This design comes from an exercise in tuning for small area and a short achievable clock period on the open sky130 flow, not from production work. The RTL was checked by simulation tests, not by an equivalence proof against the original design. Power is estimated from default activity; no workload was simulated.

==> flow/design.v <==
module custom_isa_extensions (
    input wire clk,
    input wire resetn,
    input wire is_custom_instruction,
    input wire is_vconv_instruction,
    input wire is_relu_instruction,
    input wire is_madd_instruction,
    input wire is_gemm_instruction,
    input wire [31:0] rs1_data,
    input wire [31:0] rs2_data,
    input wire [31:0] rs3_data,
    input wire instruction_valid,
    output reg instruction_ready,
    output wire [31:0] result_data,
    input wire [31:0] mem_addr,
    input wire [31:0] mem_wdata,
    output reg [31:0] mem_rdata,
    input wire [3:0] mem_wstrb,
    input wire mem_valid,
    output wire mem_ready,
    input wire mem_we
);
    reg s_idle, s_dec, s_vc, s_relu, s_madd, s_gemm, s_comp;
    reg [7:0] mst;               
    reg [4:0] cnt;               
    reg [31:0] temp;
    reg vph;                     
    reg fresh_v, fresh_g;        
    reg [15:0] vr [0:7];         
    reg [15:0] gr [0:15];        
    reg [15:0] xr;               
    reg [23:0] yd;               
    reg [15:0] x3r;              
    reg [15:0] sr, cr;           
    reg [15:0] ar;               
    reg [15:0] hd;               
    reg bm;                      
    reg tacc;                    
    reg pend_v, pend_g;          
    reg show;                    
    reg m67;                     
    wire vc_last   = s_vc   & (cnt[3:0] == 4'd15);
    wire relu_last = s_relu & (cnt[1:0] == 2'd3);
    wire madd_last = mst[7];
    wire gemm_last = s_gemm & (cnt == 5'd31);
    wire go        = instruction_valid & is_custom_instruction;
    wire nbm       = ~bm;
    wire bm_n      = mst[2] | mst[3] | mst[4] | mst[5];   
    always @(posedge clk) begin
        if (!resetn) begin
            s_idle <= 1'b1;
            s_dec  <= 1'b0;
            s_vc   <= 1'b0;
            s_relu <= 1'b0;
            s_madd <= 1'b0;
            s_gemm <= 1'b0;
            s_comp <= 1'b0;
            mst    <= 8'd0;
        end else begin
            s_idle <= (s_idle & ~go) | s_comp |
                      (s_dec & ~(is_vconv_instruction | is_relu_instruction |
                                 is_madd_instruction | is_gemm_instruction));
            s_dec  <= s_idle & go;
            s_vc   <= (s_dec & is_vconv_instruction) | (s_vc & ~vc_last);
            s_relu <= (s_dec & ~is_vconv_instruction & is_relu_instruction) |
                      (s_relu & ~relu_last);
            s_madd <= (s_dec & ~is_vconv_instruction & ~is_relu_instruction &
                       is_madd_instruction) | (s_madd & ~madd_last);
            mst    <= {mst[6:0], s_dec & ~is_vconv_instruction &
                       ~is_relu_instruction & is_madd_instruction};
            s_gemm <= (s_dec & ~is_vconv_instruction & ~is_relu_instruction &
                       ~is_madd_instruction & is_gemm_instruction) |
                      (s_gemm & ~gemm_last);
            s_comp <= vc_last | relu_last | madd_last | gemm_last;
        end
    end
    always @(posedge clk) begin
        if (!resetn || !(s_vc | s_relu | s_gemm))
            cnt <= 5'd0;
        else
            cnt <= cnt + 5'd1;
    end
    always @(posedge clk) begin
        if (!resetn) begin
            bm   <= 1'b0;
            tacc <= 1'b0;
            m67  <= 1'b0;
        end else begin
            bm   <= bm_n;
            tacc <= (s_vc & (cnt[3:0] >= 4'd7) & (cnt[3:0] <= 4'd13)) |
                    (s_gemm & (cnt >= 5'd15) & (cnt <= 5'd29)) |
                    (s_comp & (pend_v | pend_g)) |
                    mst[4] | mst[5] | mst[6];
            m67  <= mst[5] | mst[6];
        end
    end
    wire use_p = (s_vc & ~vph & ~cnt[3]) | (s_gemm & ~cnt[4]);
    reg [15:0] xn, yn;
    always @(*) begin
        if (mst[0]) begin
            xn = rs1_data[15:0];
            yn = rs2_data[31:16];
        end else if (mst[1]) begin
            xn = temp[31:16];
            yn = temp[15:0];
        end else if (mst[2]) begin
            xn = {temp[23:16], temp[31:24]};
            yn = {temp[7:0], temp[15:8]};
        end else if (mst[3] | mst[5]) begin
            xn = {xr[7:0], xr[15:8]};
            yn = 16'd0;                  
        end else if (mst[4]) begin
            xn = temp[31:16];            
            yn = 16'd0;
        end else begin
            xn = rs1_data[15:0];
            yn = use_p ? rs2_data[15:0] : 16'd0;
        end
    end
    wire [23:0] ydn;
    genvar gk;
    generate
        for (gk = 0; gk < 8; gk = gk + 1) begin : ydec
            assign ydn[3*gk]   = ~yn[2*gk+1] &  yn[2*gk];
            assign ydn[3*gk+1] =  yn[2*gk+1] & ~yn[2*gk];
            assign ydn[3*gk+2] =  yn[2*gk+1] &  yn[2*gk];
        end
    endgenerate
    wire [15:0] x3i = rs1_data[15:0] + {rs1_data[14:0], 1'b0};
    wire [15:0] x3t = temp[31:16] + {temp[30:16], 1'b0};
    wire [7:0]  xb  = mst[2]            ? temp[31:24] :
                      (mst[3] | mst[5]) ? xr[15:8] : temp[23:16];
    wire [9:0]  x3b = {2'd0, xb} + {1'b0, xb, 1'b0};
    wire [15:0] x3g = mst[1] ? x3t : {6'd0, x3b};
    always @(posedge clk) begin
        xr  <= xn;
        yd  <= (mst[3] | mst[4] | mst[5]) ? {yd[11:0], yd[23:12]} : ydn;
        x3r <= (mst[1] | mst[2] | mst[3] | mst[4] | mst[5]) ? x3g : x3i;
    end
    wire [15:0] cs_s, cs_c;
    wire cs_x0 = xr[0];
    wire cs_x1 = xr[1];
    wire cs_x2 = xr[2];
    wire cs_x3 = xr[3];
    wire cs_x4 = xr[4];
    wire cs_x5 = xr[5];
    wire cs_x6 = xr[6];
    wire cs_x7 = xr[7];
    wire cs_x8 = xr[8] & nbm;
    wire cs_x9 = xr[9] & nbm;
    wire cs_x10 = xr[10] & nbm;
    wire cs_x11 = xr[11] & nbm;
    wire cs_x12 = xr[12] & nbm;
    wire cs_x13 = xr[13] & nbm;
    wire cs_x14 = xr[14] & nbm;
    wire cs_x15 = xr[15] & nbm;
    wire cs_d0a = yd[0];
    wire cs_d0b = yd[1];
    wire cs_d0c = yd[2];
    wire cs_d1a = yd[3];
    wire cs_d1b = yd[4];
    wire cs_d1c = yd[5];
    wire cs_d2a = yd[6];
    wire cs_d2b = yd[7];
    wire cs_d2c = yd[8];
    wire cs_d3a = yd[9];
    wire cs_d3b = yd[10];
    wire cs_d3c = yd[11];
    wire cs_d4a = yd[12] & nbm;
    wire cs_d4b = yd[13] & nbm;
    wire cs_d4c = yd[14] & nbm;
    wire cs_d5a = yd[15] & nbm;
    wire cs_d5b = yd[16] & nbm;
    wire cs_d5c = yd[17] & nbm;
    wire cs_d6a = yd[18] & nbm;
    wire cs_d6b = yd[19] & nbm;
    wire cs_d6c = yd[20] & nbm;
    wire cs_d7a = yd[21] & nbm;
    wire cs_d7b = yd[22] & nbm;
    wire cs_d7c = yd[23] & nbm;
    wire cs_p0_0 = (cs_d0a & cs_x0) | (cs_d0c & x3r[0]);
    wire cs_p0_1 = (cs_d0a & cs_x1) | (cs_d0c & x3r[1]) | (cs_d0b & cs_x0);
    wire cs_p0_2 = (cs_d0a & cs_x2) | (cs_d0c & x3r[2]) | (cs_d0b & cs_x1);
    wire cs_p0_3 = (cs_d0a & cs_x3) | (cs_d0c & x3r[3]) | (cs_d0b & cs_x2);
    wire cs_p0_4 = (cs_d0a & cs_x4) | (cs_d0c & x3r[4]) | (cs_d0b & cs_x3);
    wire cs_p0_5 = (cs_d0a & cs_x5) | (cs_d0c & x3r[5]) | (cs_d0b & cs_x4);
    wire cs_p0_6 = (cs_d0a & cs_x6) | (cs_d0c & x3r[6]) | (cs_d0b & cs_x5);
    wire cs_p0_7 = (cs_d0a & cs_x7) | (cs_d0c & x3r[7]) | (cs_d0b & cs_x6);
    wire cs_p0_8 = (cs_d0a & cs_x8) | (cs_d0c & x3r[8]) | (cs_d0b & cs_x7);
    wire cs_p0_9 = (cs_d0a & cs_x9) | (cs_d0c & x3r[9]) | (cs_d0b & cs_x8);
    wire cs_p0_10 = (cs_d0a & cs_x10) | (cs_d0c & x3r[10]) | (cs_d0b & cs_x9);
    wire cs_p0_11 = (cs_d0a & cs_x11) | (cs_d0c & x3r[11]) | (cs_d0b & cs_x10);
    wire cs_p0_12 = (cs_d0a & cs_x12) | (cs_d0c & x3r[12]) | (cs_d0b & cs_x11);
    wire cs_p0_13 = (cs_d0a & cs_x13) | (cs_d0c & x3r[13]) | (cs_d0b & cs_x12);
    wire cs_p0_14 = (cs_d0a & cs_x14) | (cs_d0c & x3r[14]) | (cs_d0b & cs_x13);
    wire cs_p0_15 = (cs_d0a & cs_x15) | (cs_d0c & x3r[15]) | (cs_d0b & cs_x14);
    wire cs_p1_0 = (cs_d1a & cs_x0) | (cs_d1c & x3r[0]);
    wire cs_p1_1 = (cs_d1a & cs_x1) | (cs_d1c & x3r[1]) | (cs_d1b & cs_x0);
    wire cs_p1_2 = (cs_d1a & cs_x2) | (cs_d1c & x3r[2]) | (cs_d1b & cs_x1);
    wire cs_p1_3 = (cs_d1a & cs_x3) | (cs_d1c & x3r[3]) | (cs_d1b & cs_x2);
    wire cs_p1_4 = (cs_d1a & cs_x4) | (cs_d1c & x3r[4]) | (cs_d1b & cs_x3);
    wire cs_p1_5 = (cs_d1a & cs_x5) | (cs_d1c & x3r[5]) | (cs_d1b & cs_x4);
    wire cs_p1_6 = (cs_d1a & cs_x6) | (cs_d1c & x3r[6]) | (cs_d1b & cs_x5);
    wire cs_p1_7 = (cs_d1a & cs_x7) | (cs_d1c & x3r[7]) | (cs_d1b & cs_x6);
    wire cs_p1_8 = (cs_d1a & cs_x8) | (cs_d1c & x3r[8]) | (cs_d1b & cs_x7);
    wire cs_p1_9 = (cs_d1a & cs_x9) | (cs_d1c & x3r[9]) | (cs_d1b & cs_x8);
    wire cs_p1_10 = (cs_d1a & cs_x10) | (cs_d1c & x3r[10]) | (cs_d1b & cs_x9);
    wire cs_p1_11 = (cs_d1a & cs_x11) | (cs_d1c & x3r[11]) | (cs_d1b & cs_x10);
    wire cs_p1_12 = (cs_d1a & cs_x12) | (cs_d1c & x3r[12]) | (cs_d1b & cs_x11);
    wire cs_p1_13 = (cs_d1a & cs_x13) | (cs_d1c & x3r[13]) | (cs_d1b & cs_x12);
    wire cs_p2_0 = (cs_d2a & cs_x0) | (cs_d2c & x3r[0]);
    wire cs_p2_1 = (cs_d2a & cs_x1) | (cs_d2c & x3r[1]) | (cs_d2b & cs_x0);
    wire cs_p2_2 = (cs_d2a & cs_x2) | (cs_d2c & x3r[2]) | (cs_d2b & cs_x1);
    wire cs_p2_3 = (cs_d2a & cs_x3) | (cs_d2c & x3r[3]) | (cs_d2b & cs_x2);
    wire cs_p2_4 = (cs_d2a & cs_x4) | (cs_d2c & x3r[4]) | (cs_d2b & cs_x3);
    wire cs_p2_5 = (cs_d2a & cs_x5) | (cs_d2c & x3r[5]) | (cs_d2b & cs_x4);
    wire cs_p2_6 = (cs_d2a & cs_x6) | (cs_d2c & x3r[6]) | (cs_d2b & cs_x5);
    wire cs_p2_7 = (cs_d2a & cs_x7) | (cs_d2c & x3r[7]) | (cs_d2b & cs_x6);
    wire cs_p2_8 = (cs_d2a & cs_x8) | (cs_d2c & x3r[8]) | (cs_d2b & cs_x7);
    wire cs_p2_9 = (cs_d2a & cs_x9) | (cs_d2c & x3r[9]) | (cs_d2b & cs_x8);
    wire cs_p2_10 = (cs_d2a & cs_x10) | (cs_d2c & x3r[10]) | (cs_d2b & cs_x9);
    wire cs_p2_11 = (cs_d2a & cs_x11) | (cs_d2c & x3r[11]) | (cs_d2b & cs_x10);
    wire cs_p3_0 = (cs_d3a & cs_x0) | (cs_d3c & x3r[0]);
    wire cs_p3_1 = (cs_d3a & cs_x1) | (cs_d3c & x3r[1]) | (cs_d3b & cs_x0);
    wire cs_p3_2 = (cs_d3a & cs_x2) | (cs_d3c & x3r[2]) | (cs_d3b & cs_x1);
    wire cs_p3_3 = (cs_d3a & cs_x3) | (cs_d3c & x3r[3]) | (cs_d3b & cs_x2);
    wire cs_p3_4 = (cs_d3a & cs_x4) | (cs_d3c & x3r[4]) | (cs_d3b & cs_x3);
    wire cs_p3_5 = (cs_d3a & cs_x5) | (cs_d3c & x3r[5]) | (cs_d3b & cs_x4);
    wire cs_p3_6 = (cs_d3a & cs_x6) | (cs_d3c & x3r[6]) | (cs_d3b & cs_x5);
    wire cs_p3_7 = (cs_d3a & cs_x7) | (cs_d3c & x3r[7]) | (cs_d3b & cs_x6);
    wire cs_p3_8 = (cs_d3a & cs_x8) | (cs_d3c & x3r[8]) | (cs_d3b & cs_x7);
    wire cs_p3_9 = (cs_d3a & cs_x9) | (cs_d3c & x3r[9]) | (cs_d3b & cs_x8);
    wire cs_p4_0 = (cs_d4a & cs_x0) | (cs_d4c & x3r[0]);
    wire cs_p4_1 = (cs_d4a & cs_x1) | (cs_d4c & x3r[1]) | (cs_d4b & cs_x0);
    wire cs_p4_2 = (cs_d4a & cs_x2) | (cs_d4c & x3r[2]) | (cs_d4b & cs_x1);
    wire cs_p4_3 = (cs_d4a & cs_x3) | (cs_d4c & x3r[3]) | (cs_d4b & cs_x2);
    wire cs_p4_4 = (cs_d4a & cs_x4) | (cs_d4c & x3r[4]) | (cs_d4b & cs_x3);
    wire cs_p4_5 = (cs_d4a & cs_x5) | (cs_d4c & x3r[5]) | (cs_d4b & cs_x4);
    wire cs_p4_6 = (cs_d4a & cs_x6) | (cs_d4c & x3r[6]) | (cs_d4b & cs_x5);
    wire cs_p4_7 = (cs_d4a & cs_x7) | (cs_d4c & x3r[7]) | (cs_d4b & cs_x6);
    wire cs_p5_0 = (cs_d5a & cs_x0) | (cs_d5c & x3r[0]);
    wire cs_p5_1 = (cs_d5a & cs_x1) | (cs_d5c & x3r[1]) | (cs_d5b & cs_x0);
    wire cs_p5_2 = (cs_d5a & cs_x2) | (cs_d5c & x3r[2]) | (cs_d5b & cs_x1);
    wire cs_p5_3 = (cs_d5a & cs_x3) | (cs_d5c & x3r[3]) | (cs_d5b & cs_x2);
    wire cs_p5_4 = (cs_d5a & cs_x4) | (cs_d5c & x3r[4]) | (cs_d5b & cs_x3);
    wire cs_p5_5 = (cs_d5a & cs_x5) | (cs_d5c & x3r[5]) | (cs_d5b & cs_x4);
    wire cs_p6_0 = (cs_d6a & cs_x0) | (cs_d6c & x3r[0]);
    wire cs_p6_1 = (cs_d6a & cs_x1) | (cs_d6c & x3r[1]) | (cs_d6b & cs_x0);
    wire cs_p6_2 = (cs_d6a & cs_x2) | (cs_d6c & x3r[2]) | (cs_d6b & cs_x1);
    wire cs_p6_3 = (cs_d6a & cs_x3) | (cs_d6c & x3r[3]) | (cs_d6b & cs_x2);
    wire cs_p7_0 = (cs_d7a & cs_x0) | (cs_d7c & x3r[0]);
    wire cs_p7_1 = (cs_d7a & cs_x1) | (cs_d7c & x3r[1]) | (cs_d7b & cs_x0);
    wire cs_s0 = cs_p0_12 ^ cs_p1_10;
    wire cs_c0 = cs_p0_12 & cs_p1_10;
    wire cs_s1 = cs_p0_13 ^ cs_p1_11 ^ cs_p2_9;
    wire cs_c1 = (cs_p0_13 & cs_p1_11) | (cs_p0_13 & cs_p2_9) | (cs_p1_11 & cs_p2_9);
    wire cs_s2 = cs_p0_14 ^ cs_p1_12 ^ cs_p2_10;
    wire cs_c2 = (cs_p0_14 & cs_p1_12) | (cs_p0_14 & cs_p2_10) | (cs_p1_12 & cs_p2_10);
    wire cs_s3 = cs_p3_8 ^ cs_p4_6;
    wire cs_c3 = cs_p3_8 & cs_p4_6;
    wire cs_s4 = cs_p0_8 ^ cs_p1_6;
    wire cs_c4 = cs_p0_8 & cs_p1_6;
    wire cs_s5 = cs_p0_9 ^ cs_p1_7 ^ cs_p2_5;
    wire cs_c5 = (cs_p0_9 & cs_p1_7) | (cs_p0_9 & cs_p2_5) | (cs_p1_7 & cs_p2_5);
    wire cs_s6 = cs_p0_10 ^ cs_p1_8 ^ cs_p2_6;
    wire cs_c6 = (cs_p0_10 & cs_p1_8) | (cs_p0_10 & cs_p2_6) | (cs_p1_8 & cs_p2_6);
    wire cs_s7 = cs_p3_4 ^ cs_p4_2;
    wire cs_c7 = cs_p3_4 & cs_p4_2;
    wire cs_s8 = cs_p0_11 ^ cs_p1_9 ^ cs_p2_7;
    wire cs_c8 = (cs_p0_11 & cs_p1_9) | (cs_p0_11 & cs_p2_7) | (cs_p1_9 & cs_p2_7);
    wire cs_s9 = cs_p3_5 ^ cs_p4_3 ^ cs_p5_1;
    wire cs_c9 = (cs_p3_5 & cs_p4_3) | (cs_p3_5 & cs_p5_1) | (cs_p4_3 & cs_p5_1);
    wire cs_s10 = cs_s0 ^ cs_p2_8 ^ cs_p3_6;
    wire cs_c10 = (cs_s0 & cs_p2_8) | (cs_s0 & cs_p3_6) | (cs_p2_8 & cs_p3_6);
    wire cs_s11 = cs_p4_4 ^ cs_p5_2 ^ cs_p6_0;
    wire cs_c11 = (cs_p4_4 & cs_p5_2) | (cs_p4_4 & cs_p6_0) | (cs_p5_2 & cs_p6_0);
    wire cs_s12 = cs_c0 ^ cs_s1 ^ cs_p3_7;
    wire cs_c12 = (cs_c0 & cs_s1) | (cs_c0 & cs_p3_7) | (cs_s1 & cs_p3_7);
    wire cs_s13 = cs_p4_5 ^ cs_p5_3 ^ cs_p6_1;
    wire cs_c13 = (cs_p4_5 & cs_p5_3) | (cs_p4_5 & cs_p6_1) | (cs_p5_3 & cs_p6_1);
    wire cs_s14 = cs_c1 ^ cs_s2 ^ cs_s3;
    wire cs_c14 = (cs_c1 & cs_s2) | (cs_c1 & cs_s3) | (cs_s2 & cs_s3);
    wire cs_s15 = cs_p5_4 ^ cs_p6_2 ^ cs_p7_0;
    wire cs_c15 = (cs_p5_4 & cs_p6_2) | (cs_p5_4 & cs_p7_0) | (cs_p6_2 & cs_p7_0);
    wire cs_s16 = cs_p0_6 ^ cs_p1_4;
    wire cs_c16 = cs_p0_6 & cs_p1_4;
    wire cs_s17 = cs_p0_7 ^ cs_p1_5 ^ cs_p2_3;
    wire cs_c17 = (cs_p0_7 & cs_p1_5) | (cs_p0_7 & cs_p2_3) | (cs_p1_5 & cs_p2_3);
    wire cs_s18 = cs_s4 ^ cs_p2_4 ^ cs_p3_2;
    wire cs_c18 = (cs_s4 & cs_p2_4) | (cs_s4 & cs_p3_2) | (cs_p2_4 & cs_p3_2);
    wire cs_s19 = cs_c4 ^ cs_s5 ^ cs_p3_3;
    wire cs_c19 = (cs_c4 & cs_s5) | (cs_c4 & cs_p3_3) | (cs_s5 & cs_p3_3);
    wire cs_s20 = cs_c5 ^ cs_s6 ^ cs_s7;
    wire cs_c20 = (cs_c5 & cs_s6) | (cs_c5 & cs_s7) | (cs_s6 & cs_s7);
    wire cs_s21 = cs_c6 ^ cs_c7 ^ cs_s8;
    wire cs_c21 = (cs_c6 & cs_c7) | (cs_c6 & cs_s8) | (cs_c7 & cs_s8);
    wire cs_s22 = cs_c8 ^ cs_c9 ^ cs_s10;
    wire cs_c22 = (cs_c8 & cs_c9) | (cs_c8 & cs_s10) | (cs_c9 & cs_s10);
    wire cs_s23 = cs_c10 ^ cs_c11 ^ cs_s12;
    wire cs_c23 = (cs_c10 & cs_c11) | (cs_c10 & cs_s12) | (cs_c11 & cs_s12);
    wire cs_s24 = cs_c12 ^ cs_c13 ^ cs_s14;
    wire cs_c24 = (cs_c12 & cs_c13) | (cs_c12 & cs_s14) | (cs_c13 & cs_s14);
    wire cs_s25 = cs_p0_4 ^ cs_p1_2;
    wire cs_c25 = cs_p0_4 & cs_p1_2;
    wire cs_s26 = cs_p0_5 ^ cs_p1_3 ^ cs_p2_1;
    wire cs_c26 = (cs_p0_5 & cs_p1_3) | (cs_p0_5 & cs_p2_1) | (cs_p1_3 & cs_p2_1);
    wire cs_s27 = cs_s16 ^ cs_p2_2 ^ cs_p3_0;
    wire cs_c27 = (cs_s16 & cs_p2_2) | (cs_s16 & cs_p3_0) | (cs_p2_2 & cs_p3_0);
    wire cs_s28 = cs_c16 ^ cs_s17 ^ cs_p3_1;
    wire cs_c28 = (cs_c16 & cs_s17) | (cs_c16 & cs_p3_1) | (cs_s17 & cs_p3_1);
    wire cs_s29 = cs_c17 ^ cs_s18 ^ cs_p4_0;
    wire cs_c29 = (cs_c17 & cs_s18) | (cs_c17 & cs_p4_0) | (cs_s18 & cs_p4_0);
    wire cs_s30 = cs_c18 ^ cs_s19 ^ cs_p4_1;
    wire cs_c30 = (cs_c18 & cs_s19) | (cs_c18 & cs_p4_1) | (cs_s19 & cs_p4_1);
    wire cs_s31 = cs_c19 ^ cs_s20 ^ cs_p5_0;
    wire cs_c31 = (cs_c19 & cs_s20) | (cs_c19 & cs_p5_0) | (cs_s20 & cs_p5_0);
    wire cs_s32 = cs_c20 ^ cs_s21 ^ cs_s9;
    wire cs_c32 = (cs_c20 & cs_s21) | (cs_c20 & cs_s9) | (cs_s21 & cs_s9);
    wire cs_s33 = cs_c21 ^ cs_s22 ^ cs_s11;
    wire cs_c33 = (cs_c21 & cs_s22) | (cs_c21 & cs_s11) | (cs_s22 & cs_s11);
    wire cs_s34 = cs_c22 ^ cs_s23 ^ cs_s13;
    wire cs_c34 = (cs_c22 & cs_s23) | (cs_c22 & cs_s13) | (cs_s23 & cs_s13);
    wire cs_s35 = cs_c23 ^ cs_s24 ^ cs_s15;
    wire cs_c35 = (cs_c23 & cs_s24) | (cs_c23 & cs_s15) | (cs_s24 & cs_s15);
    assign cs_s[15] = cs_p0_15 ^ cs_p1_13 ^ cs_p2_11 ^ cs_p3_9 ^ cs_p4_7 ^ cs_p5_5 ^ cs_p6_3 ^ cs_p7_1;
    assign cs_c[15] = cs_c35 ^ cs_c24 ^ cs_c14 ^ cs_c15 ^ cs_c2 ^ cs_c3;
    assign cs_s[0] = cs_p0_0;
    assign cs_c[0] = 1'b0;
    assign cs_s[1] = cs_p0_1;
    assign cs_c[1] = 1'b0;
    assign cs_s[2] = cs_p0_2;
    assign cs_c[2] = cs_p1_0;
    assign cs_s[3] = cs_p0_3;
    assign cs_c[3] = cs_p1_1;
    assign cs_s[4] = cs_s25;
    assign cs_c[4] = cs_p2_0;
    assign cs_s[5] = cs_c25;
    assign cs_c[5] = cs_s26;
    assign cs_s[6] = cs_c26;
    assign cs_c[6] = cs_s27;
    assign cs_s[7] = cs_c27;
    assign cs_c[7] = cs_s28;
    assign cs_s[8] = cs_c28;
    assign cs_c[8] = cs_s29;
    assign cs_s[9] = cs_c29;
    assign cs_c[9] = cs_s30;
    assign cs_s[10] = cs_c30;
    assign cs_c[10] = cs_s31;
    assign cs_s[11] = cs_c31;
    assign cs_c[11] = cs_s32;
    assign cs_s[12] = cs_c32;
    assign cs_c[12] = cs_s33;
    assign cs_s[13] = cs_c33;
    assign cs_c[13] = cs_s34;
    assign cs_s[14] = cs_c34;
    assign cs_c[14] = cs_s35;
    always @(posedge clk) begin
        sr <= cs_s;
        cr <= cs_c;
    end
    wire [15:0] p16 = ar + sr + cr;
    always @(posedge clk) begin
        if (s_dec)
            ar <= is_vconv_instruction ? (fresh_v ? 16'd0 : vr[6])
                                       : (fresh_g ? 16'd0 : gr[14]);
        else if (s_vc)
            ar <= fresh_v ? 16'd0 : vr[7];
        else if (s_gemm)
            ar <= fresh_g ? 16'd0 : gr[15];
        else if (mst[1])
            ar <= 16'd0;
        else                             
            ar <= p16;
    end
    integer i;
    always @(posedge clk) begin
        if (s_vc) begin
            for (i = 0; i < 7; i = i + 1)
                vr[i] <= vr[i + 1];
            vr[7] <= vr[0];
            vr[5] <= p16;
        end
    end
    always @(posedge clk) begin
        if (s_gemm) begin
            for (i = 0; i < 15; i = i + 1)
                gr[i] <= gr[i + 1];
            gr[15] <= gr[0];
            gr[13] <= p16;
        end
    end
    always @(posedge clk) begin
        if (!resetn) begin
            vph <= 1'b0;
            fresh_v <= 1'b1;
            fresh_g <= 1'b1;
        end else begin
            if (vc_last)
                vph <= ~vph;
            if (s_vc & (cnt[3:0] == 4'd8))
                fresh_v <= 1'b0;
            if (s_gemm & (cnt == 5'd16))
                fresh_g <= 1'b0;
        end
    end
    always @(posedge clk) begin
        if (s_vc & (cnt[3:0] >= 4'd7) & (cnt[3:0] <= 4'd13))
            hd <= vr[1];
        else if (s_gemm & (cnt >= 5'd15) & (cnt <= 5'd29))
            hd <= gr[1];
        else if (s_comp & pend_v)
            hd <= vr[7];
        else if (s_comp & pend_g)
            hd <= gr[15];
        else
            hd <= 16'd0;
    end
    wire m5 = mst[5];
    wire [31:0] tx = {ar & {16{m5}}, hd} | {8'd0, sr & {16{m67}}, 8'd0} |
                     {16'd0, sr & {16{m5}}};
    wire [31:0] ty = {8'd0, cr & {16{m67}}, 8'd0} | {16'd0, cr & {16{m5}}};
    wire [31:0] t3s = temp ^ tx ^ ty;
    wire [31:0] t3c = (temp & tx) | (temp & ty) | (tx & ty);
    wire [31:0] tsum = t3s + {t3c[30:0], 1'b0};
    always @(posedge clk) begin
        if (!resetn)
            temp <= 32'd0;
        else if (tacc)
            temp <= tsum;
        else if (s_relu & (cnt[1:0] == 2'd0))
            temp <= rs1_data[31] ? 32'd0 : rs1_data;
        else if (mst[0])
            temp <= {rs1_data[31:16], rs2_data[15:0]};
        else if (mst[1])
            temp <= {xr, temp[15:0]};
        else if (mst[4])
            temp <= rs3_data;
    end
    always @(posedge clk) begin
        if (!resetn)
            instruction_ready <= 1'b0;
        else if (s_idle | s_comp)
            instruction_ready <= 1'b1;
        else if (s_dec)
            instruction_ready <= 1'b0;
    end
    always @(posedge clk) begin
        if (!resetn) begin
            show   <= 1'b0;
            pend_v <= 1'b0;
            pend_g <= 1'b0;
        end else begin
            show   <= (s_relu & cnt[1]) | vc_last | gemm_last | madd_last | s_comp;
            pend_v <= vc_last;
            pend_g <= gemm_last;
        end
    end
    assign result_data = temp & {32{show}};
    always @(posedge clk) begin
        if (!resetn)
            mem_rdata <= 32'd0;
        else if (mem_valid && !mem_we)
            mem_rdata <= {mem_addr[7:0], mem_addr[15:8], mem_addr[23:16], mem_addr[31:24]};
    end
    assign mem_ready = 1'b1;
endmodule
==> flow/flow/run.sh <==
#!/bin/bash
# Standard layout, with a larger setup repair margin (the SDC and its period are
# unchanged) and regular buffers instead of delay buffers on the ports.
set -euo pipefail
MARGIN=$(cat flow/margin.txt)
bash standard.sh "SETUP_SLACK_MARGIN=$MARGIN" \
  "BUFFER_PORTS_ARGS=-buffer_cell sky130_fd_sc_hd__buf_2" finish > standard_flow.log 2>&1
==> flow/flow/margin.txt <==
5.7
==> flow/standard.sh <==
#!/bin/bash
# synth_recipe.tcl (not shown) runs the flow's synth.tcl, then flattens the netlist and writes it again
# the make line also repeats each setting of config.mk as NAME=value (left out here)
make -C /OpenROAD-flow-scripts/flow DESIGN_CONFIG=/design/flow/config.mk WORK_HOME=/design/flow/orfs CLKGATE_MAP_FILE= SYNTH_SCRIPT=/design/flow/synth_recipe.tcl "${@:-finish}"
==> flow/config.mk <==
export PLATFORM = sky130hd
export DESIGN_NAME = custom_isa_extensions
export DESIGN_NICKNAME = custom_isa_extensions
export VERILOG_FILES = /design/flow/design.v
export SDC_FILE = /design/flow/constraint.sdc
export NUM_CORES = 4
export LEC_CHECK = 0
export CAP_MARGIN = 20
export CORE_MARGIN = 2
export CORE_UTILIZATION = 65
export CTS_CLUSTER_DIAMETER = 80
export CTS_CLUSTER_SIZE = 26
export SETUP_SLACK_MARGIN = 5
export SLEW_MARGIN = 20
export TNS_END_PERCENT = 100
==> flow/constraint.sdc <==
create_clock -name core_clock -period 9.0 [get_ports {clk}]
set_input_delay 1.8000 -clock core_clock [delete_from_list [all_inputs] [get_ports {clk}]]
set_output_delay 1.8000 -clock core_clock [all_outputs]
set_load 0.01 [all_outputs]
==> results of run 1 <==
## path summary, 6_finish.rpt
path	startpoint	to	cells past startpoint
min	gr[8][7]	gr[7][7]	0
min reg2reg	gr[8][7]	gr[7][7]	0
max	mst[5]	temp[22]	12
max reg2reg	mst[5]	temp[22]	12
## layer usage
metal	track usage (%)	vias up	wire length, µm
met2	60.1	1600	39600
met4	20.4	0	6020
li1	-	9477	-
met5	0	-	0
met3	6.00	385	9250
met1	50.0	10600	32500
## worst reg2reg max path, delay by kind of cell (launching register included)
family                   cells  cell delay (ps)
AO/OA/AOI/OAI                5             1320
XOR/XNOR                     1               70
adder cells (fa/ha/maj)      2              840
buffers and inverters        2              330
flip-flops                   1              390
AND/OR/NAND/NOR              2              330
## repair_timing
action / CTS / global route
cloned: 1 / 2
endpoints found under the setup margin: 73 / 63
buffers inserted: 11 / 8
hold buffers: 0 / 0
pin swaps: 20 / 21
resized for setup: 100 / 88
## stage by stage
| step | power [W] | hold slack, ps | instance area [µm²] | util (%) | setup WS [ps] |
|---|---|---|---|---|---|
| after global placement | 0.00391 | 400 | 29900 | 69.3 | 5030 |
| after CTS | 0.00554 | 415 | 31300 | 72.7 | 5660 |
| after global routing | 0.00576 | 423 | 31800 | 73.8 | 5510 |
| after floorplan | 0.00361 | 400 | 28500 | - | 5470 |
| after detailed placement | 0.00395 | 405 | 29900 | 69.3 | 4980 |
| final | 0.00562 | 412 | 31800 | 73.8 | 5610 |
## state kept, by name, indices dropped and copies added (netlist names), 5 cells and up
| signal | flops |
|---|---|
| temp | 32 |
| xr | 16 |
| vr | 128 |
| yd | 24 |
| sr | 16 |
| mst | 8 |
| cnt | 5 |
| gr | 256 |
| hd | 16 |
| mem_rdata | 32 |
| x3r | 16 |
| cr | 14 |
| ar | 16 |
## power groups by stage
| stage | Combinational (W) | Clock [W] | Sequential (W) |
|---|---|---|---|
| finish | 0.000861 | 0.00161 | 0.00315 |
| global route | 0.000908 | 0.00170 | 0.00315 |
| CTS | 0.000785 | 0.00162 | 0.00314 |
| detailed placement | 0.000747 | 0 | 0.00320 |
| global placement | 0.000712 | 0 | 0.00320 |
| floorplan | 0.000471 | 0 | 0.00314 |
## cell usage after synthesis (6+ instances only)
library cell / number
or2_2: 7
inv_1: 93
o21bai_1: 13
nand2b_1: 18
a222oi_1: 54
mux2_2: 6
nand3_1: 23
a21oi_1: 173
o31ai_1: 30
buf_1: 10
a31oi_1: 14
xor2_1: 25
dfxtp_1: 211
nor2b_1: 24
a221oi_1: 30
o21ai_0: 151
a21o_1: 47
nor3_1: 40
a22oi_1: 51
nor2_1: 113
and2_1: 67
a211oi_1: 20
fa_1: 70
ha_1: 103
a22o_1: 32
clkbuf_1: 118
o211ai_1: 17
and3_1: 8
o22ai_1: 16
or3_1: 9
nand4_1: 10
a221o_1: 19
xnor2_1: 44
nand3b_1: 7
buf_2: 16
edfxtp_1: 384
o21a_1: 21
nand2_1: 258
mux2i_1: 37
## area by class of cell
| class | instances | area share, % |
|---|---|---|
| sequential | 595 | 49.8 |
| clock buffer | 47 | 2.63 |
| timing repair buffer | 250 | 5.03 |
| inverter | 95 | 1.12 |
| antenna | 2 | 0.0157 |
| multi-input combinational | 1637 | 38.5 |
| clock inverter | 10 | 0.531 |
| tap | 585 | 2.30 |
## cells by family (layout without fill, tap and decap cells)
kind of cell / Yosys count / count (layout)
AOI/OAI and AO/OA: 744 / 744
xor gates and xnor gates: 69 / 69
adders and majority gates: 173 / 173
buffers and inverters: 244 / 402
DFF: 595 / 595
muxes: 43 / 43
other: 1 / 3
and+or+nand+nor: 607 / 607
==> key figures, run 1 <==
Clock network
  – Clk buf depth: 3
  – Root buffer cell: clkbuf_16
  – CTS sink cnt: 595
  – TritonCTS clock tree: built
  – CTS buffer count: 31
  – Max H-tree Level: 1
  – Clock latency on the worst-skew pair: 650 ps
  – Clock Pin Slew Worst Setup and Hold Paths: 100 ps

Finish
  – Most frequent cells in the layout: 384 x edfxtp_1, 258 x nand2_1, 185 x buf_2
  – Area growth from synthesis to layout: 11.9%
  – Final Non-Filler Cells: 3221
  – Fin nets: 2957
  – Most common cell after layout, fill and taps aside: edfxtp_1
  – Area taken by multi-input logic gates: 0.0122 mm²
  – Reg area: 0.0158 mm²
  – # fillers: 2796
  – Layout cells sized above 1: 18.0%

Setup path
  – Required time worst endpoint: 9520 ps
  – Top Family by Delay on Critical Path: compound AO/OA/AOI/OAI gates
  – Critical path type: flip-flop to flip-flop
  – CP max stage cell: fa_1
  – WP buf/inv: 2
  – Worst R2R Setup Slack: 5610 ps
  – WP data arrival: 3910 ps
  – CP peak stage delay: 510 ps
  – Setup crit start kind: flip-flop
  – Crit. End Element: flip-flop
  – Worst Path Max Fanout: 24
  – Crit-path cells: buf_12 > a221o_1 > fa_1 > ha_4 > nand3_1 > nor2_2 > a211oi_4 > buf_4 > a211oi_1 > a21bo_2 > xnor2_1 > o21a_1

Synthesis
  – Post-Syn Nets: 2823
  – Multiplexer share of the synthesized area: 1.54%
  – Post-synth top area share: 40.6%
  – Top cells by area, synth: edfxtp_1 41%, dfxtp_1 15%, fa_1 4.9%, ha_1 4.5%, nand2_1 3.4%
  – Yosys Warn Count: 3
  – Post-Synth Simple-Gate Area: 10.0%
  – Synth Area in Adders: 9.47%
  – EDFF count, synth: 384
  – Synth Area in XOR/XNOR: 2.13%
  – Seq cells post-synth: 595
  – Area leader, netlist: edfxtp_1
  – Avg Cell Area, Syn: 11.5 µm²
  – Largest family of logic cells by synthesized area: compound AO/OA/AOI/OAI gates
  – Post-synth top flop: edfxtp_1
  – Synth Area in Compound Gates: 18.0%
  – Distinct cells, synth: 83
  – Post-synth ARST share: 0%
  – Post-Syn Instances: 2476
  – Synth Cell Area: 0.0284 mm²
  – Seq/Total Area, Yosys: 55.5%

Power
  – Cell internal pwr: 0.00401 W
  – Power share of the clock group: 28.7%
  – Peak VDD IR: 0.211 mV
  – Power per cell area: 177 mW/mm²
  – Comb power frac: 15.3%
  – Sequential cell fraction of total power: 56.0%
  – Sw Ratio: 28.6%
  – Leak: 12.6 nW
  – Switch Pwr: 0.00160 W

Global route
  – Grt total ovfl: 0
  – First-pass GRT wire length: 127 mm
  – Number of global-route vias before repair: 20800
  – Initial antenna violation count: 1
  – Largest net degree at the start of global routing: 95
  – GRT Total Usage: 37.7%

Run status
  – Run status: complete, no violations

Placed design
  – Placed Cells: 3140
  – PortBufs: 202
  – Detailed Place HPWL: 58.5 mm
  – GP Congestion: 1.01

Die
  – Die Y: 213 µm
  – Number of I/O pins: 240
  – Starting Density: 65.9%
  – Die area: 0.0454 mm²
  – Die Width: 213 µm
  – FP Rows: 76
  – Area of the core: 0.0431 mm²

Routing
  – TritonRoute pass-1 iters: 11
  – Residual DRC: 0
  – Vias/cell: 6.84
  – DRT antenna net count: 0
  – Vias: 22000
  – Drt wl/cell: 27.1 µm
  – Total wire length: 87.3 mm
  – DRT iter0 DRCs: 3550

Flow run
  – Max-cap viol count: 0

Worst hold path
  – HP Class: flip-flop to flip-flop

STA
  – Minimum clock period after layout: 3390 ps
  – Slew @ Worst Pin: 1110 ps
  – Clock Skew: 45.1 ps
  – Fin Setup TNS: 0 ps
  – Peak Freq: 295 MHz
  – Slew Viols, Final: 0
  – Final period util: 37.7%
  – RSZ-0062 raised after global routing: yes
  – Hold Vio Cnt, Final: 0
  – Slew margin rel.: 26.1%
  – Final setup fails: 0
==> run 2, diff against run 1 <==
==> flow/run.sh (new file) <==
#!/bin/bash
# synth_recipe.tcl (not shown) runs the flow's synth.tcl, then flattens the netlist and writes it again
# the make line also repeats each setting of config.mk as NAME=value (left out here)
make -C /OpenROAD-flow-scripts/flow DESIGN_CONFIG=/design/flow/config.mk WORK_HOME=/design/flow/orfs CLKGATE_MAP_FILE= SYNTH_SCRIPT=/design/flow/synth_recipe.tcl finish
removed: flow/flow/run.sh
removed: flow/flow/margin.txt
removed: flow/standard.sh
==> run 2 against run 1 <==
  * Still clean
  * Via count grew 1.9%
  * Sequential cell count is the same
  * Clock power grew 3%
  * Final area grew 0.36%
  * First-iteration DRC count grew 13%
  * Non-clock buffer count shrank 17
  * Register-to-register slack lost 500 ps
  * Sequential power is essentially flat
  * Clock skew shrank 19 ps
  * Count of clock-buffer cells in the layout shrank 1
  * Die area is the same
  * Setup slack lost 590 ps
==> key figures, run 2 <==
Power
  – Sequential cell fraction of total power: 55.2% (was 56.0%)
  – Cell internal pwr: 0.00406 W (was 0.00401 W)
  – Pwr Total: 0.00574 W (was 0.00562 W)
  – Switch Pwr: 0.00168 W (was 0.00160 W)
  – Power per cell area: 180 mW/mm² (was 177 mW/mm²)
  – Peak VDD IR: 0.241 mV (was 0.211 mV)
  – Power share of the clock group: 29.0% (was 28.7%)
  – Sw Ratio: 29.3% (was 28.6%)
  – Leak: 12.2 nW (was 12.6 nW)
  – Comb power frac: 15.8% (was 15.3%)

Clock network
  – CTS buffer count: 31 (unchanged)
  – Clock Pin Slew Worst Setup and Hold Paths: 110 ps (was 100 ps)
  – Post-CTS Setup Bufs: 0 (was 11)
  – Clk buf depth: 3 (unchanged)
  – Clock latency on the worst-skew pair: 640 ps (was 650 ps)
  – Max H-tree Level: 1 (unchanged)
  – CTS sink cnt: 595 (unchanged)
  – Hold buffers post-CTS: 0 (unchanged)
  – Root buffer cell: clkbuf_16 (unchanged)
  – TritonCTS clock tree: built (unchanged)

Setup path
  – Critical path type: flip-flop to output port (was flip-flop to flip-flop)
  – Worst R2R Setup Slack: 5110 ps (was 5610 ps)
  – Setup crit start kind: flip-flop (unchanged)
  – Worst Path Max Fanout: 9 (was 24)
  – Setup crit end: result_data[22] (was temp[22])
  – Crit. End Element: output port (was flip-flop)
  – Reg2reg end: gr[13][13] (was temp[22])
  – FF-to-FF path depth: 8 (was 12)
  – Crit. Startpoint: temp[22] (was mst[5])
  – Critical R2R Launch: ar[5] (was mst[5])
  – WP data arrival: 2180 ps (was 3910 ps)
  – Required time worst endpoint: 7200 ps (was 9520 ps)

Global route
  – GRT Total Usage: 40.6% (was 37.7%)
  – First-pass GRT wire length: 135 mm (was 127 mm)
  – Initial antenna violation count: 0 (was 1)
  – Largest net degree at the start of global routing: 94 (was 95)
  – Number of global-route vias before repair: 21700 (was 20800)
  – Grt total ovfl: 0 (unchanged)

Synthesis
  – Synth Area in XOR/XNOR: 2.13% (unchanged)
  – Largest family of logic cells by synthesized area: compound AO/OA/AOI/OAI gates (unchanged)
  – Post-Synth Simple-Gate Area: 10.0% (unchanged)
  – Synth Area in Compound Gates: 18.0% (unchanged)
  – EDFF count, synth: 384 (unchanged)
  – Multiplexer share of the synthesized area: 1.54% (unchanged)
  – Distinct cells, synth: 83 (unchanged)
  – Seq/Total Area, Yosys: 55.5% (unchanged)
  – Post-synth top flop: edfxtp_1 (unchanged)
  – Post-Syn Instances: 2476 (unchanged)
  – Post-synth top cells: 384 x edfxtp_1, 258 x nand2_1, 211 x dfxtp_1 (unchanged)
  – Avg Cell Area, Syn: 11.5 µm² (unchanged)
  – Synth Area in Adders: 9.47% (unchanged)
  – Post-Syn Nets: 2823 (unchanged)
  – Post-synth top area share: 40.6% (unchanged)
  – Seq cells post-synth: 595 (unchanged)
  – Post-synth ARST share: 0% (unchanged)
  – Top cells by area, synth: edfxtp_1 41%, dfxtp_1 15%, fa_1 4.9%, ha_1 4.5%, nand2_1 3.4% (unchanged)
  – Synth Cell Area: 0.0284 mm² (unchanged)
  – Yosys Warn Count: 3 (unchanged)
  – Most common cell in the synthesized netlist: edfxtp_1 (unchanged)
  – Area leader, netlist: edfxtp_1 (unchanged)

Worst hold path
  – Hold path start: vr[2][15] (was gr[8][7])
  – HP Class: flip-flop to flip-flop (unchanged)
  – Hold Crit Depth: 0 (unchanged)

Flow run
  – Max-cap viol count: 0 (unchanged)

Run status
  – Run status: complete, no violations (unchanged)

STA
  – Final period util: 44.2% (was 37.7%)
  – Slew margin rel.: 27.8% (was 26.1%)
  – Peak Freq: 251 MHz (was 295 MHz)
  – RSZ-0062 raised after global routing: yes (unchanged)
  – Final setup fails: 0 (unchanged)
  – Hold Vio Cnt, Final: 0 (unchanged)
  – Slew Viols, Final: 0 (unchanged)
  – Worst hold slack: 414 ps (was 412 ps)
  – Slew @ Worst Pin: 1080 ps (was 1110 ps)
  – Clock Skew: 25.6 ps (was 45.1 ps)
  – Fin Setup TNS: 0 ps (unchanged)
  – Minimum clock period after layout: 3980 ps (was 3390 ps)

Die
  – FP Rows: 76 (unchanged)
  – Starting Density: 65.9% (unchanged)
  – Die area: 0.0454 mm² (unchanged)
  – Die Width: 213 µm (unchanged)
  – Die Y: 213 µm (unchanged)
  – Area of the core: 0.0431 mm² (unchanged)
  – Number of I/O pins: 240 (unchanged)

Finish
  – N_diodes: 0 (was 2)
  – Final Non-Filler Cells: 3203 (was 3221)
  – Max reg flops: 256 (unchanged)
  – Most common cell after layout, fill and taps aside: edfxtp_1 (unchanged)
  – # fillers: 2626 (was 2796)
  – Layout cells sized above 1: 4.97% (was 18.0%)
  – Area taken by multi-input logic gates: 0.0118 mm² (was 0.0122 mm²)
  – Area growth from synthesis to layout: 12.4% (was 11.9%)
  – Most flops, register: gr (unchanged)
  – Reg area: 0.0158 mm² (about the same)
  – Fin nets: 2940 (was 2957)
  – Biggest regs: gr (256), vr (128) (unchanged)
  – Most frequent cells in the layout: 384 x edfxtp_1, 258 x nand2_1, 201 x dfxtp_1 (was 384 x edfxtp_1, 258 x nand2_1, 185 x buf_2)

Routing
  – DRT antenna net count: 0 (unchanged)
  – Residual DRC: 0 (unchanged)
  – Vias: 22500 (was 22000)
  – DRT iter0 DRCs: 4003 (was 3550)
  – TritonRoute pass-1 iters: 15 (was 11)
  – Total wire length: 93.1 mm (was 87.3 mm)
  – Vias/cell: 7.01 (was 6.84)
  – Drt wl/cell: 29.1 µm (was 27.1 µm)

Placed design
  – Detailed Place HPWL: 61.8 mm (was 58.5 mm)
  – Placed Cells: 3145 (was 3140)
  – PortBufs: 202 (unchanged)
  – GP Congestion: 0.988 (was 1.01)
-- run 2: area by class of cell --
type / instances / area share [%]
clock buffers: 46 / 2.61
clock inverters: 12 / 0.592
inverters: 95 / 1.12
multi-input cells: 1637 / 36.9
flip-flops and latches: 595 / 49.4
well taps: 585 / 2.29
repair buffers: 233 / 7.09
-- run 2: worst min-delay path by stage --
stage,end,slack [ps]
after floorplan,gr[10][0],400
after global placement,vr[4][5],400
after detailed placement,gr[10][14],400
after CTS,vr[4][7],420
after global routing,vr[4][7],430
final,vr[1][15],410
-- run 2: logic make-up (layout without fill, tap and decap cells) --
family                     count (synthesis)  in the layout
other                                      1              1
DFF                                      595            595
muxes                                     43             43
adders and majority gates                173            173
and+or+nand+nor                          607            607
buffers and inverters                    244            386
AOI/OAI and AO/OA                        744            744
xor gates and xnor gates                  69             69
-- run 2: what timing repair did --
action,in CTS,in global routing
hold endpoints to repair,0,0
endpoints found under the setup margin,36,43
resized for setup,5,11
-- run 2: power by group through the flow --
stage          clock (W)  combinational, W  sequential (W)
3_3_place_gp           0          0.000733         0.00321
5_1_grt          0.00174          0.000931         0.00316
2_1_floorplan          0          0.000467         0.00314
4_1_cts          0.00166          0.000849         0.00315
6_report         0.00166          0.000910         0.00317
3_5_place_dp           0          0.000797         0.00321
-- run 2: critical path, cell delays in order (launching register included) --
cell and delay, ps:
dfxtp_1 760, and2_1 250, clkdlybuf4s50_1 540
-- run 2: per-stage QoR --
| step | area [µm²] | util [%] | setup slack, ps |
|---|---|---|---|
| 3_3_place_gp | 30800 | 71.6 | 4370 |
| 3_5_place_dp | 30800 | 71.6 | 4330 |
| 5_1_grt | 31900 | 74.1 | 4960 |
| 4_1_cts | 31900 | 73.9 | 4810 |
| 2_1_floorplan | 28400 | - | 5270 |
| 6_report | 31900 | 74.1 | 5020 |
-- run 2: routing by layer --
metal	wire length (µm)	vias to the layer above	track usage [%]
li1	-	9461	-
met1	32800	10600	51.1
met2	41900	1896	64.3
met3	11400	500	9.40
met4	7040	0	24.8
met5	0	-	0.111

## separate check: timing with driven ports
The results above use ideal ports. As a check the final layouts listed here were re-extracted and re-timed, cells and wires unchanged.
Step 1 assumes that a clkbuf_16 drives the clock port and a buf_2 every other input.
Step 2 times the ports against the registers' clock, not the clock port: input delays grow and output delays shrink by t, the midpoint of the rising clock arrivals with the driver on.
a / b / c = ideal / step 1 / step 2; a / b = the first two.
run | t, ns | slack for setup (ns) | worst register clock-pin slew, ns | worst slew at a driven data input, ns
run 1 | 0.689 | 5.607 / 5.551 / 5.007 | 0.10 / 0.10 | 0.10
run 2 | 0.690 | 5.018 / 4.957 / 4.512 | 0.11 / 0.11 | 0.06
After both steps setup and hold are still met in every run listed. For run 1, which loses most, drivers alone change the setup slack by -0.056 ns; drivers and shift together by -0.600 ns.
